Source: an optimization exercise on an open RTL-to-GDS flow (aim: small area, a short achievable clock period and few clock cycles per item). Production flows keep margins and buffers that such runs may drop. No activity file was given, so power comes from the tool's default toggle rates.

==> flow/design.v <==
`timescale 1ns / 1ns
module simple_ALU(input i_clk,
                  input i_rst,
                  input logic  [15:0] i_memData,
                  output logic [15:0] o_memData,
                  output logic [15:0] o_memAddr,
                  output logic o_memWrEnable);
  localparam logic [2:0] S_FETCH = 3'd0,
                         S_DEC   = 3'd1,
                         S_RD1   = 3'd2,
                         S_RD2   = 3'd3,
                         S_SHX   = 3'd4;
  logic [2:0]  state;
  logic [5:0]  rs;         
  logic [5:0]  pcn;        
  logic        selRd, selRs, selPc;   
  logic [15:0] wdata;      
  logic        we;         
  logic        kv;         
  logic        first;      
  logic        stale;      
  logic [5:0]  rd;         
  logic        twoRd;      
  logic        sameRd;     
  logic [15:0] breg;       
  logic        opAdd, opDbl, opAnd, opOr, opXor, opSh;
  logic        cin;        
  logic        left;       
  logic        arith;      
  logic        isAnd;      
  wire  [5:0]  addr = ({6{selRd}} & rd) | ({6{selRs}} & rs) | ({6{selPc}} & pcn);
  assign o_memAddr     = {10'd0, addr};
  assign o_memData     = wdata;
  assign o_memWrEnable = we;
  wire [15:0] x = i_memData;
  wire [15:0] y = breg;
  wire [16:0] sum = {x, 1'b1} + {y, cin};
  wire [15:0] xin;
  wire [15:0] u;
  genvar gi;
  generate
    for (gi = 0; gi < 16; gi++) begin : g_rev
      assign xin[gi] = left ? x[15-gi] : x[gi];
      assign u[gi]   = left ? s2[15-gi] : s2[gi];
    end
  endgenerate
  wire        fill1 = arith & x[15];
  wire [18:0] s1w   = {{3{fill1}}, xin} >> y[1:0];
  wire [15:0] s1    = s1w[15:0];
  wire        fill2 = arith & wdata[15];
  wire [27:0] s2w   = {{12{fill2}}, wdata} >> {y[3:2], 2'b00};
  wire [15:0] s2    = s2w[15:0];
  wire        big   = |y[15:4];
  wire [15:0] shr   = big ? {16{fill2}} : u;
  wire        inShx = (state == S_SHX);
  wire [15:0] alu = ({16{opAdd}} & sum[16:1])
                  | ({16{opDbl}} & {x[14:0], 1'b0})
                  | ({16{opAnd}} & (x & y))
                  | ({16{opOr}}  & (x | y))
                  | ({16{opXor}} & (x ^ y))
                  | ({16{opSh & inShx}} & s1)
                  | ({16{opSh & ~inShx}} & shr);
  wire [15:0] ins   = i_memData;
  wire [2:0]  dFn   = ins[14:12];
  wire [5:0]  dRd   = ins[11:6];
  wire [5:0]  dRs   = ins[5:0];
  wire        dImm  = ins[15];
  wire        aK    = kv & (dRd == rd);
  wire        bK    = dImm | (kv & (dRs == rd));
  wire        dShift = (dFn == 3'd2) | (dFn == 3'd3) | (dFn == 3'd4);
  wire        dComm  = (dFn == 3'd0) | (dFn[2] & (dFn[1:0] != 2'd0));
  wire        dSub   = (dFn == 3'd1);
  wire        same  = ~aK & ~bK & (dRd == dRs) & ~dShift;
  wire        bOnly = aK & ~bK & dComm;
  wire        two   = ~bK & ~same & ~bOnly;      
  wire        none  = aK & bK;
  wire [15:0] bDec  = dImm ? {10'd0, dRs} : wdata;
  always_ff @(posedge i_clk) begin
    if (i_rst) begin
      state <= S_FETCH;
      selRd <= 1'b0;
      selRs <= 1'b0;
      selPc <= 1'b1;
      pcn   <= 6'd0;
      we    <= 1'b0;
      kv    <= 1'b0;
      first <= 1'b1;
      stale <= 1'b0;
    end else begin
      case (state)
        S_FETCH: begin
          we    <= ~first;
          kv    <= ~first;
          first <= 1'b0;
          {selRd, selRs, selPc} <= 3'b100;
          pcn   <= pcn + 6'd1;
          stale <= ~first & (rd == pcn);
          state <= S_DEC;
        end
        S_DEC: begin
          we    <= 1'b0;
          if (stale) begin
            stale <= 1'b0;
            kv    <= 1'b0;
          end else if (two) begin
            {selRd, selRs, selPc} <= 3'b010;
            state <= S_RD1;
          end else if (none) begin
            {selRd, selRs, selPc} <= 3'b001;
            state <= dShift ? S_SHX : S_FETCH;
          end else begin
            {selRd, selRs, selPc} <= {~bOnly, bOnly, 1'b0};
            state <= S_RD2;
          end
        end
        S_RD1: begin
          {selRd, selRs, selPc} <= 3'b100;
          state <= S_RD2;
        end
        S_RD2: begin
          {selRd, selRs, selPc} <= 3'b001;
          state <= opSh ? S_SHX : S_FETCH;
        end
        default: begin   
          state <= S_FETCH;
        end
      endcase
    end
  end
  always_ff @(posedge i_clk) wdata <= alu;
  always_ff @(posedge i_clk) begin
    case (state)
      S_DEC: begin
        if (!stale) begin
          rd     <= dRd;
          rs     <= dRs;
          twoRd  <= two;
          sameRd <= same;
          breg   <= bDec ^ {16{dSub}};
          cin    <= dSub;
          opAdd  <= (dFn[2:1] == 2'd0);
          opDbl  <= 1'b0;
          opAnd  <= (dFn == 3'd5);
          opOr   <= (dFn == 3'd6);
          opXor  <= (dFn == 3'd7);
          opSh   <= dShift;
          left   <= (dFn == 3'd4);
          arith  <= (dFn == 3'd2);
          isAnd  <= (dFn == 3'd5);
        end
      end
      S_RD2: begin
        if (twoRd) breg <= i_memData ^ {16{cin}};
        if (sameRd) begin
          opAdd <= 1'b0;
          opDbl <= opAdd & ~cin;
          opAnd <= cin | opAnd | opXor;
          opXor <= 1'b0;
          cin   <= 1'b0;
          breg  <= isAnd ? 16'hFFFF : 16'd0;
        end
      end
      default: ;
    endcase
  end
endmodule
Settings: LEC_CHECK=0, ABC_AREA=1, CAP_MARGIN=20, CORE_MARGIN=2, CORE_UTILIZATION=40, CTS_BUF_LIST=sky130_fd_sc_hd__clkbuf_8, SLEW_MARGIN=20; clock period 9.0 ns.
standard.sh (not shown) runs the stock make flow with config.mk's settings and CLKGATE_MAP_FILE= SYNTH_SCRIPT=/design/flow/synth_recipe.tcl, a recipe that flattens the netlist after the stock synthesis.
==> flow/flow/run.sh <==
#!/bin/bash
# Standard layout, with plain buffers (not delay cells) on the ports and the
# timing repair aiming at 5.5 ns of setup slack.
# Full make output goes to standard.log here; ORFS keeps each step's log
# under orfs/logs/.
set -euo pipefail
bash standard.sh "BUFFER_PORTS_ARGS=-buffer_cell sky130_fd_sc_hd__buf_2" SETUP_SLACK_MARGIN=5.5 finish > standard.log 2>&1
Rerun with:
--- a/flow/design.v
+++ b/flow/design.v
@@ -10,15 +10,14 @@
                          S_RD1   = 3'd2,
                          S_RD2   = 3'd3,
                          S_SHX   = 3'd4;
   logic [2:0]  state;
-  logic [5:0]  rs;         
-  logic [5:0]  pcn;        
-  logic        selRd, selRs, selPc;   
+  logic [5:0]  addr;       
   logic [15:0] wdata;      
   logic        we;         
   logic        kv;         
   logic        first;      
+  logic [5:0]  pc;         
   logic        stale;      
   logic [5:0]  rd;         
   logic        twoRd;      
   logic        sameRd;     
@@ -27,9 +26,8 @@
   logic        cin;        
   logic        left;       
   logic        arith;      
   logic        isAnd;      
-  wire  [5:0]  addr = ({6{selRd}} & rd) | ({6{selRs}} & rs) | ({6{selPc}} & pcn);
   assign o_memAddr     = {10'd0, addr};
   assign o_memData     = wdata;
   assign o_memWrEnable = we;
   wire [15:0] x = i_memData;
@@ -64,77 +62,74 @@
   wire [2:0]  dFn   = ins[14:12];
   wire [5:0]  dRd   = ins[11:6];
   wire [5:0]  dRs   = ins[5:0];
   wire        dImm  = ins[15];
-  wire        aK    = kv & (dRd == rd);
-  wire        bK    = dImm | (kv & (dRs == rd));
+  wire        aK    = kv & (dRd == addr);
+  wire        bK    = dImm | (kv & (dRs == addr));
   wire        dShift = (dFn == 3'd2) | (dFn == 3'd3) | (dFn == 3'd4);
   wire        dComm  = (dFn == 3'd0) | (dFn[2] & (dFn[1:0] != 2'd0));
   wire        dSub   = (dFn == 3'd1);
   wire        same  = ~aK & ~bK & (dRd == dRs) & ~dShift;
   wire        bOnly = aK & ~bK & dComm;
   wire        two   = ~bK & ~same & ~bOnly;      
   wire        none  = aK & bK;
+  wire [5:0]  pcNext = pc + 6'd1;
   wire [15:0] bDec  = dImm ? {10'd0, dRs} : wdata;
   always_ff @(posedge i_clk) begin
     if (i_rst) begin
       state <= S_FETCH;
-      selRd <= 1'b0;
-      selRs <= 1'b0;
-      selPc <= 1'b1;
-      pcn   <= 6'd0;
+      addr  <= 6'd0;
       we    <= 1'b0;
       kv    <= 1'b0;
       first <= 1'b1;
+      pc    <= 6'd0;
       stale <= 1'b0;
     end else begin
       case (state)
         S_FETCH: begin
           we    <= ~first;
           kv    <= ~first;
           first <= 1'b0;
-          {selRd, selRs, selPc} <= 3'b100;
-          pcn   <= pcn + 6'd1;
-          stale <= ~first & (rd == pcn);
+          addr  <= rd;
+          pc    <= addr;
+          stale <= ~first & (rd == addr);
           state <= S_DEC;
         end
         S_DEC: begin
           we    <= 1'b0;
           if (stale) begin
             stale <= 1'b0;
-            kv    <= 1'b0;
           end else if (two) begin
-            {selRd, selRs, selPc} <= 3'b010;
+            addr  <= dRs;
             state <= S_RD1;
           end else if (none) begin
-            {selRd, selRs, selPc} <= 3'b001;
+            addr  <= pcNext;
             state <= dShift ? S_SHX : S_FETCH;
           end else begin
-            {selRd, selRs, selPc} <= {~bOnly, bOnly, 1'b0};
+            addr  <= bOnly ? dRs : dRd;
             state <= S_RD2;
           end
         end
         S_RD1: begin
-          {selRd, selRs, selPc} <= 3'b100;
+          addr  <= rd;
           state <= S_RD2;
         end
         S_RD2: begin
-          {selRd, selRs, selPc} <= 3'b001;
+          addr  <= pcNext;
           state <= opSh ? S_SHX : S_FETCH;
         end
         default: begin   
           state <= S_FETCH;
         end
       endcase
     end
   end
-  always_ff @(posedge i_clk) wdata <= alu;
   always_ff @(posedge i_clk) begin
     case (state)
+      S_FETCH, S_SHX: wdata <= alu;
       S_DEC: begin
         if (!stale) begin
           rd     <= dRd;
-          rs     <= dRs;
           twoRd  <= two;
           sameRd <= same;
           breg   <= bDec ^ {16{dSub}};
           cin    <= dSub;
Outcome: The new run ran to the end with no violations. Die area rose by a few percent. Global-route usage fell by 1.5 points. Total power fell by a few percent. Non-clock buffer count rose by 1. Final cell count rose by a few percent.
Function was not checked in any run of this note: the RTL went through the layout flow alone.

-- port drivers added, routing unchanged --
Ports are ideal in the flow. The routed layouts listed here were re-timed in OpenROAD.
Step 1 assumes that a clkbuf_16 drives the clock port and a buf_2 every other input.
Step 2 moves the port delays by t, midway between the first and last clock arrival at a register: inputs arrive t later, outputs are due t later. That takes back most of the time a late clock gives input paths.
Three values: no drivers, after step 1, after step 2; two values: the first two.
run	t (ns)	setup slack, ns	slew at the worst register clock pin (ns)	cell pins on the clock port's net
the first run	0.421	5.604 / 5.623 / 5.201	0.09 / 0.09	1
the second run	0.414	5.616 / 5.636 / 5.222	0.10 / 0.10	1
After both steps setup and hold are still met in every run listed. For the first run, which loses most, drivers alone change the setup slack by +0.019 ns; drivers and shift together by -0.403 ns.
